This design comes from an exercise in tuning for small area on the open sky130 flow, not from production work.
In this exercise RTL edits were held to simulation tests only and were not proved equivalent to the original.
No activity file was given, so power comes from the tool's default toggle rates.

--- design/flow/design.v ---
`timescale 1ns / 1ps
module startup_controller(
	input clk,
	input rst,
	input start,
	input stop,
	output reg mcu_pwr,
	output reg is_sending,
	output reg ready
);
reg is_pulling_low, is_waiting_for_clock, is_waiting_for_bkgd_stable;
reg [15:0] timer;
always @(posedge clk) begin
	if (rst || stop) begin  
		is_pulling_low <= 0;
		is_waiting_for_clock <= 0;
		is_waiting_for_bkgd_stable <= 0;
		is_sending <= 0;
		mcu_pwr <= 0;
		ready <= 1;
	end else if (start) begin
		is_pulling_low <= 1;
		is_sending <= 1;
		timer <= 250;  
		ready <= 0;
	end else if (is_pulling_low) begin
		if (timer == 0) begin
			mcu_pwr <= 1;
			is_pulling_low <= 0;
			is_waiting_for_clock <= 1;
			timer <= 1200;  
		end else begin
			timer <= timer - 1;
		end
	end else if (is_waiting_for_clock) begin
		if (timer == 0) begin
			is_sending <= 0;  
			is_waiting_for_clock <= 0;
			is_waiting_for_bkgd_stable <= 1;
			timer <= 500;  
		end else begin
			timer <= timer - 1;
		end
	end else if (is_waiting_for_bkgd_stable) begin
		if (timer == 0) begin
			is_waiting_for_bkgd_stable <= 0;
			ready <= 1;
		end else begin
			timer <= timer - 1;
		end
	end
end
endmodule
`timescale 1ns / 1ps
module sync_controller(
	input clk,
	input rst,
	input bkgd_in,
	output is_sending,
	input start_sync,
	output [31:0] sync_length,
	output sync_length_is_ready,
	output reg ready,
	output [4:0] debug
);
parameter HIGHTIME = 32'd6500;  
reg [2:0] state;
reg [31:0] sync_count;
assign debug = {2'd0, state};
assign is_sending = state == 1;
assign sync_length = sync_count;
assign sync_length_is_ready = (state != 1) && (state != 4);
always @(posedge clk) begin
	sync_count <= sync_count;
	if (rst) begin
		state <= 0;
		sync_count <= HIGHTIME;  
		ready <= 0;
	end else if (start_sync) begin
		state <= 1;
		sync_count <= HIGHTIME;
		ready <= 0;
	end else if (state == 1) begin
		if (sync_count == 0) begin
			state <= 2;
			sync_count <= 8'h0f;
		end else begin
			sync_count <= sync_count - 1;
		end
	end else if (state == 2) begin
		if (sync_count == 0) begin
			state <= 3;
		end else begin
			sync_count <= sync_count - 1;
		end
	end else if (state == 3) begin
		if (bkgd_in == 0) begin
			state <= 4;
		end
	end else if (state == 4) begin
		if (bkgd_in == 1) begin
			state <= 0;
			ready <= 1;
		end else begin
			sync_count <= sync_count + 1;
		end
	end
end
endmodule
`timescale 1ns / 1ps
module bdc_clk_pulse_generator(
	input clk,
	input rst,
	output bdc_clk_pulse,
	input [31:0] sync_length,
	input set_sync_length
);
reg [15:0] counter;
reg [31:0] target_time;  
reg [31:0] residual;
assign bdc_clk_pulse = counter == 0;
always @(posedge clk) begin
	if (rst) begin
		counter <= 0;
		target_time <= 0;
		residual <= 0;
	end else if (set_sync_length) begin
		target_time <= sync_length;
		residual <= sync_length;
	end else if (counter > residual[31:7]) begin
		counter <= 0;
		residual <= residual[6:0] + target_time;
	end else begin
		counter <= counter + 1;
	end
end
endmodule
`timescale 1ns / 1ps
module bdc_interface(
	input clk,
	input rst,
	output reg is_sending,
	input bkgd_in,
	input tgt_clk_pulse,
	input [7:0] data_in,
	input send_data,
	output reg [7:0] data_out,
	input read_data,
	output ready
);
reg [3:0] state;
reg [7:0] tgt_clk_timer;
reg [7:0] data;
reg [3:0] bitsleft;
assign ready = state == 0 && !read_data && !send_data;
always @(posedge clk) begin
	if (rst) begin
		state <= 0;
		tgt_clk_timer <= 0;
		is_sending <= 0;
	end else if (tgt_clk_timer > 0) begin
		if (tgt_clk_pulse) begin
			tgt_clk_timer <= tgt_clk_timer - 1;
		end
	end else begin
		case (state)
		0: begin
			if (send_data) begin
				state <= 1;
				data <= data_in;
				bitsleft <= 8;
			end else if (read_data) begin
				state <= 3;
				bitsleft <= 8;
			end
		end
		1: begin
			if (bitsleft > 0) begin
				state <= 2;
				is_sending <= 1;
				if (data[7]) begin
					tgt_clk_timer <= 4;
				end else begin
					tgt_clk_timer <= 14;
				end
			end else begin
				state <= 0;
			end
		end
		2: begin
			is_sending <= 0;
			if (data[7]) begin
				tgt_clk_timer <= 14;
			end else begin
				tgt_clk_timer <= 4;
			end
			state <= 1;
			bitsleft <= bitsleft - 1;
			data <= {data[6:0], 1'd0};
		end
		3: begin
			if (bitsleft > 0) begin
				is_sending <= 1;
				tgt_clk_timer <= 3;
				state <= 4;
			end else begin
				data_out <= data;
				state <= 0;
			end
		end
		4: begin
			is_sending <= 0;
			tgt_clk_timer <= 7;
			state <= 5;
		end
		5: begin
			data <= {data[6:0], bkgd_in};
			bitsleft <= bitsleft - 1;
			tgt_clk_timer <= 6;
			state <= 3;
		end
		endcase
	end
end
endmodule
`timescale 1ns / 1ps
module bdm(
	input clk,
	input rst,
	input bkgd_in,
	output bkgd_out,
	output bkgd_is_high_z,
	output mcu_pwr,
	output mcu_vpp,
	input do_read,
	input do_write,
	input do_start_mcu,
	input do_stop_mcu,
	input do_delay,
	input do_echo_test,
	input do_enable_vpp,
	input do_disable_vpp,
	input do_echo_sync_value,
	input do_resync,
	input [7:0] data_in,
	output [7:0] data_out,
	output ready,
	output reg valid,
	output [3:0] debug
);
reg [7:0] echo_data;
wire [31:0] sync_count;
wire sync_is_sending;
wire [4:0] sync_debug;
reg sync_start;
wire sync_ready;
wire startup_start;
reg startup_stop;
wire startup_is_sending, startup_ready;
wire bdc_is_sending, bdc_ready;
wire [7:0] bdc_data_out;
wire bdc_read_data, bdc_send_data;
wire hold_commands_in_reset;
assign hold_commands_in_reset = 1'd0;  
wire bdc_clk_pulse;
reg [3:0] state;
reg [7:0] delay_counter;
startup_controller startup_controller(
	.clk(clk),
	.rst(rst || hold_commands_in_reset),
	.start(startup_start),
	.stop(startup_stop),
	.mcu_pwr(mcu_pwr),
	.is_sending(startup_is_sending),
	.ready(startup_ready)
);
sync_controller sync_controller(
	.clk(clk),
	.rst(rst || hold_commands_in_reset || do_stop_mcu || do_resync),
	.bkgd_in(bkgd_in),
	.is_sending(sync_is_sending),
	.start_sync(sync_start),
	.sync_length(sync_count),
	.sync_length_is_ready(),
	.ready(sync_ready),
	.debug(sync_debug)
);
reg set_bdc_pulse_gen;
bdc_clk_pulse_generator bdc_clk_pulse_generator(
	.clk(clk),
	.rst(rst || hold_commands_in_reset),
	.bdc_clk_pulse(bdc_clk_pulse),
	.sync_length(sync_count),
	.set_sync_length(set_bdc_pulse_gen)
);
bdc_interface bdc_interface(
	.clk(clk),
	.rst(rst || hold_commands_in_reset),
	.is_sending(bdc_is_sending),
	.bkgd_in(bkgd_in),
	.tgt_clk_pulse(bdc_clk_pulse),
	.data_in(data_in),
	.send_data(bdc_send_data),
	.data_out(bdc_data_out),
	.read_data(bdc_read_data),
	.ready(bdc_ready)
);
assign debug = sync_debug; 
assign bkgd_out = 1'd0;
assign bkgd_is_high_z =
	(state == 1 && startup_is_sending) ? 1'd0 :
	(state == 2 && sync_is_sending) ? 1'd0 :
	(state == 3 && bdc_is_sending) ? 1'd0 :
	(state == 4 && bdc_is_sending) ? 1'd0 :
	1'd1;
assign startup_start = state == 0 && do_start_mcu;
assign bdc_read_data = state == 0 && do_read;
assign bdc_send_data = state == 0 && do_write;
assign data_out =
	state == 5 ? echo_data :
	state == 7 ? sync_count[15:8] :
	state == 8 ? sync_count[7:0] :
	bdc_data_out;
assign ready = state == 0 && !do_start_mcu && !do_stop_mcu && !do_read && !do_write && !do_delay && !do_echo_test && !do_echo_sync_value && !do_resync;
reg vpp_enabled;
assign mcu_vpp = vpp_enabled;
always @(posedge clk) begin
	startup_stop <= 0;
	sync_start <= 0;
	set_bdc_pulse_gen <= 0;
	valid <= 0;
	if (rst) begin
		state <= 0;
		vpp_enabled <= 0;
	end else if (state == 0) begin
		if (do_start_mcu) begin
			state <= 1;
		end else if (do_stop_mcu) begin
			startup_stop <= 1;
		end else if (do_read) begin
			state <= 3;
		end else if (do_write) begin
			state <= 4;
		end else if (do_delay) begin
			state <= 6;
			delay_counter <= {data_in, 4'd0};
		end else if (do_echo_test) begin
			state <= 5;
			echo_data <= data_in;
			valid <= 1;
		end else if (do_enable_vpp) begin
			vpp_enabled <= 1;
		end else if (do_disable_vpp) begin
			vpp_enabled <= 0;
		end else if (do_echo_sync_value) begin
			state <= 7;
			valid <= 1;
		end else if (do_resync) begin
			state <= 2;
			sync_start <= 1;
		end
	end else if (state == 1) begin
		if (startup_ready) begin
			state <= 2;
			sync_start <= 1;
		end
	end else if (state == 2) begin
		if (sync_ready) begin
			set_bdc_pulse_gen <= 1;
			state <= 0;
		end
	end else if (state == 3) begin
		if (bdc_ready) begin
			state <= 0;
			valid <= 1;
		end
	end else if (state == 4) begin
		if (bdc_ready) begin
			state <= 0;
		end
	end else if (state == 6) begin
		if (delay_counter == 0) begin
			state <= 0;
		end else begin
			delay_counter <= delay_counter - 1;
		end
	end else if (state == 5) begin
		state <= 0;
	end else if (state == 7) begin
		state <= 8;
		valid <= 1;
	end else if (state == 8) begin
		state <= 0;
	end
end
endmodule
--- design/flow/run.sh ---
#!/bin/bash
# synth_recipe.tcl (not shown) runs the flow's synth.tcl, then flattens the netlist and writes it again
# the make line also repeats each setting of config.mk as NAME=value (left out here)
make -C /OpenROAD-flow-scripts/flow DESIGN_CONFIG=/design/flow/config.mk WORK_HOME=/design/flow/orfs CLKGATE_MAP_FILE= SYNTH_SCRIPT=/design/flow/synth_recipe.tcl finish
--- design/flow/config.mk ---
export PLATFORM = sky130hd
export DESIGN_NAME = bdm
export DESIGN_NICKNAME = bdm
export VERILOG_FILES = /design/flow/design.v
export SDC_FILE = /design/flow/constraint.sdc
export NUM_CORES = 4
export LEC_CHECK = 0
export CAP_MARGIN = 20
export CORE_MARGIN = 2
export CORE_UTILIZATION = 40
export SLEW_MARGIN = 20
--- design/flow/constraint.sdc ---
create_clock -name core_clock -period 5.0 [get_ports {clk}]
set_input_delay 1.0000 -clock core_clock [delete_from_list [all_inputs] [get_ports {clk}]]
set_output_delay 1.0000 -clock core_clock [all_outputs]
set_load 0.01 [all_outputs]
==> impl_metrics.csv <==
group,metric,value,unit
sta,hold_viol_final,0,
clock_tree,post_cts_buffers,0,
global_routing,gr-total-overflow,0,
power,p_leak,4.26,nW
synth,ys_seq_area_share,40.2,%
power,peakVddDrop,0.200,mV
synth,synth_top_family_by_area,"simple AND/OR/NAND/NOR gates",
global_routing,grt_max_degree,43,
synth,synth_compound_area_share,16.6,%
sta,setup_tns,0,ns
routing,drt_iter0_drc,534,
clock_tree,cts_tree,"done",
cells_and_area,n_antenna_cell,0,
synth,synth_simple_gate_area_share,24.8,%
clock_tree,root_buffer,"clkbuf_16",
worst_setup_path,reg2reg_depth,7,
sta,worstMarginPinSlew,0.927,ns
global_routing,track_usage,20.1,%
cells_and_area,area_growth,10.4,%
synth,synth.distinct_cells,79,
global_routing,grt_pass1_vias,8745,
cells_and_area,layoutNonFillerInstCount,1644,
routing,drc_errors,0,
worst_setup_path,crit_chain,"clkdlybuf4s50_1 -> nor2_1 -> nand2_1 -> or4_1 -> nor4_1 -> clkdlybuf4s50_1",
cells_and_area,postLayoutCellArea,12200,sq um
routing,vias,9366,
clock_tree,clock-sinks,195,
worst_setup_path,cpPeakStageDelay,0.59,ns
worst_setup_path,crit_required,4.00,ns
hold_path,hold_depth,0,
clock_tree,cts.path.max_buffers,2,
run,cap_violations,0,
clock_tree,cts-hold-fix-buffers,0,
worst_setup_path,path_depth,6,
cells_and_area,fin_util,45.0,%
synth,synth_fa_ha_area_share,3.82,%
clock_tree,htreeDepth,4,
synth,synth_seq_cells,195,
synth,synth-xor-area-share,5.01,%
worst_setup_path,cpLargestDelayFamily,"buffers and inverters",
synth,synthMuxAreaShare,4.92,%
worst_setup_path,start_kind,"input pin",
synth,yosysWarnings,5,
worst_setup_path,end_kind,"output port",
floorplanning,die_area,28900,sq um
placement,place_hpwl,20400,um
floorplanning,die_w,170,um
sta,min_period,4.06,ns
placement,gp_congestion,0.891,
sta,finalClockSkew,0.0175,ns
global_routing,grt_first_pass_wirelength,46400,um
sta,clock.fmax,0.246,GHz
routing,drt_wl_total,28200,um
synth,avgSynthCellArea,8.49,sq um
hold_path,min_path_type,"flip-flop to flip-flop",
sta,slew_violations,0,
routing,drtPass1Iterations,5,
routing,vias_per_cell,5.70,
global_routing,antenna_found_initial,0,
routing,drtAntennaViolNets,0,
worst_setup_path,critPathBufInv,2,
worst_setup_path,cp_common_cell,"clkdlybuf4s50_1",
clock_tree,post_cts_resized,0,
floorplanning,die_h,170,um
run_status,outcome,"complete, no violations",
floorplanning,io_pins,39,
sta,slew_headroom,38.2,%
placement,placed_area,11600,sq um
sta,period_share,81.2,%
placement,io_buffers,36,
worst_setup_path,arrival,3.06,ns
worst_setup_path,crit_path_max_fanout,6,
sta,finalSetupViolCount,0,
synth,synth-edff-count,52,
synth,synth-main-ff-cell,"dfxtp_1",
cells_and_area,fin_nets,1344,
synth,synth_cells,1297,
floorplanning,initial_core_util,40.8,%
floorplanning,rows,60,
worst_setup_path,path_class,"input pin to output port",
synth,synthArstFlopShare,0,%
cells_and_area,drive_gt1_share,6.60,%
floorplanning,core_region_area,27000,sq um
sta,rsz0062_at_grt,"false",
clock_tree,cts.clk_slew.worst_paths,0.08,ns
worst_setup_path,cp_slowest_cell,"clkdlybuf4s50_1",
synth,syn-cell-area,11000,sq um
clock_tree,insertion_delay,0.46,ns
placement,place_inst,1612,
power,p_per_area,371,nW/um^2
routing,wl_per_cell,17.1,um
clock_tree,cts_buffers,17,
per-layer routing:
| metal | vias up | share of wire (%) | track usage, % |
|---|---|---|---|
| met5 | - | 0 | 0 |
| met4 | 0 | 2.0 | 6.65 |
| met3 | 31 | 4.0 | 3.49 |
| met2 | 214 | 47 | 32.8 |
| met1 | 4417 | 47 | 27.0 |
| li1 | 4704 | - | - |
report_power, final:
part | internal, mW | leakage (nW) | total (mW) | switching [mW]
clock | 0.663 | 0.286 | 1.35 | 0.690
combinational | 0.461 | 2.34 | 1.21 | 0.751
sequential | 1.79 | 1.63 | 1.95 | 0.160
final timing paths:
path | end | start | slack (ns)
worst max-delay path | ready | do_start_mcu | 0.94
worst min-delay path | bdc_interface.data_out[2]$_DFFE_PP_ | bdc_interface.data[2]$_DFFE_PP_ | 0.45
worst max register to register | sync_controller.sync_count[3]$_SDFFE_PP0P_ | sync_controller.sync_count[11]$_SDFFE_PP1P_ | 1.66
worst min register to register | bdc_interface.data_out[2]$_DFFE_PP_ | bdc_interface.data[2]$_DFFE_PP_ | 0.45
synth_stat cells, types with 6 or more instances:
master | number | area share, %
nor4b_1 | 9 | 0.72
nand2b_1 | 12 | 0.68
buf_1 | 7 | 0.24
a31oi_1 | 20 | 1.1
nor3b_1 | 8 | 0.55
or4_1 | 11 | 0.75
or2_2 | 11 | 0.62
nand2_1 | 110 | 3.7
inv_1 | 48 | 1.6
nand4_1 | 29 | 1.6
a21oi_1 | 88 | 4.0
o31ai_1 | 7 | 0.48
xnor2_1 | 31 | 2.5
a22oi_1 | 8 | 0.55
ha_1 | 32 | 3.6
a32o_1 | 7 | 0.64
nor2b_1 | 8 | 0.45
clkbuf_1 | 56 | 1.9
nor2_1 | 157 | 5.3
o21ai_0 | 62 | 2.8
o21a_1 | 7 | 0.48
and2_1 | 6 | 0.34
and3_1 | 17 | 0.97
a211oi_1 | 12 | 0.82
nor3_1 | 36 | 1.6
a32oi_1 | 6 | 0.48
edfxtp_1 | 52 | 14
mux2_2 | 9 | 0.92
or3_1 | 29 | 1.6
a22o_1 | 9 | 0.72
mux2i_1 | 44 | 4.0
xor2_1 | 32 | 2.5
nand3_1 | 52 | 2.4
nor4_1 | 28 | 1.6
dfxtp_1 | 143 | 26
buf_2 | 12 | 0.55
o22ai_1 | 6 | 0.34
a21o_1 | 10 | 0.68
cells in the final DEF, fill, tap and decap left out, types with 31 or more instances in the layout:
master           synthesis  final
a21oi_1                 88     88
nand2_1                110    110
nand3_1                 52     52
edfxtp_1                52     52
xnor2_1                 31     31
xor2_1                  32     32
dfxtp_1                143    142
o21ai_0                 62     62
clkdlybuf4s50_1          0     35
ha_1                    32     32
nor2_1                 157    157
mux2i_1                 44     44
nor3_1                  36     36
inv_1                   48     49
worst register-to-register path, cell delays in order, from the launching register on:
cell	delay [ns]
dfxtp_1	0.45
or4_1	0.70
nor3_1	0.37
nand3_2	0.26
o21ai_4	0.69
o21ai_2	0.34
and3_1	0.28
a211oi_2	0.18
flip-flops by register name, indices dropped and copies added (netlist names), 3 cells and up:
name / count
bdc_interface.data_out: 8
bdc_interface.state: 3
state: 4
sync_controller.state: 3
bdc_clk_pulse_generator.target_time: 32
sync_controller.sync_count: 32
echo_data: 8
bdc_clk_pulse_generator.counter: 16
bdc_interface.tgt_clk_timer: 8
bdc_interface.data: 8
startup_controller.timer: 16
bdc_clk_pulse_generator.residual: 32
delay_counter: 8
bdc_interface.bitsleft: 4
through the flow:
stage          power (mW)  hold WS [ns]  setup slack (ns)
3_3_place_gp         3.18         0.424             0.927
3_5_place_dp         3.19         0.432             0.936
5_1_grt              4.79         0.459             0.785
2_1_floorplan        2.85         0.422              1.94
4_1_cts              4.54         0.451             0.917
6_report             4.51         0.447             0.938
cell families (layout without fill, tap and decap cells):
kind of cell | after synthesis | count (layout)
adder cells (fa/ha/maj) | 33 | 33
flip-flops | 195 | 195
multiplexers | 53 | 53
AO/OA/AOI/OAI | 282 | 282
AND/OR/NAND/NOR | 543 | 543
buffers and inverters | 127 | 132
XOR/XNOR | 63 | 63
other | 1 | 2
area by class of cell:
cell class / instances / area [sq um]
clock buffer: 17 / 425
clock inverter: 15 / 141
fill: 2670 / 14900
inverter: 49 / 184
multi-input combinational: 976 / 6090
sequential: 195 / 4430
tap: 341 / 427
timing repair buffer: 51 / 468

what the ideal ports hide:
The flow's constraints put no driver on any port. The routed layout listed below was extracted and timed again, unchanged, in two steps.
Step 1 assumes that a clkbuf_16 drives the clock port and a buf_2 every other input.
Step 2 adds t to the input delays and takes it off the output delays; t is the mean of the earliest and latest rising clock arrival at the registers after step 1. Input paths then give back, and output paths get back, about the clock's delay inside the block.
Slacks: ideal ports / drivers / drivers and shift; pairs: ideal ports / drivers.
t (ns): 0.502
setup slack, ns: 0.938 / 0.917 / 0.917
slew at the worst register clock pin (ns): 0.08 / 0.08
After both steps this run still meets setup and hold. The setup slack of this run moves by -0.021 ns with the drivers and by -0.021 ns with both steps.
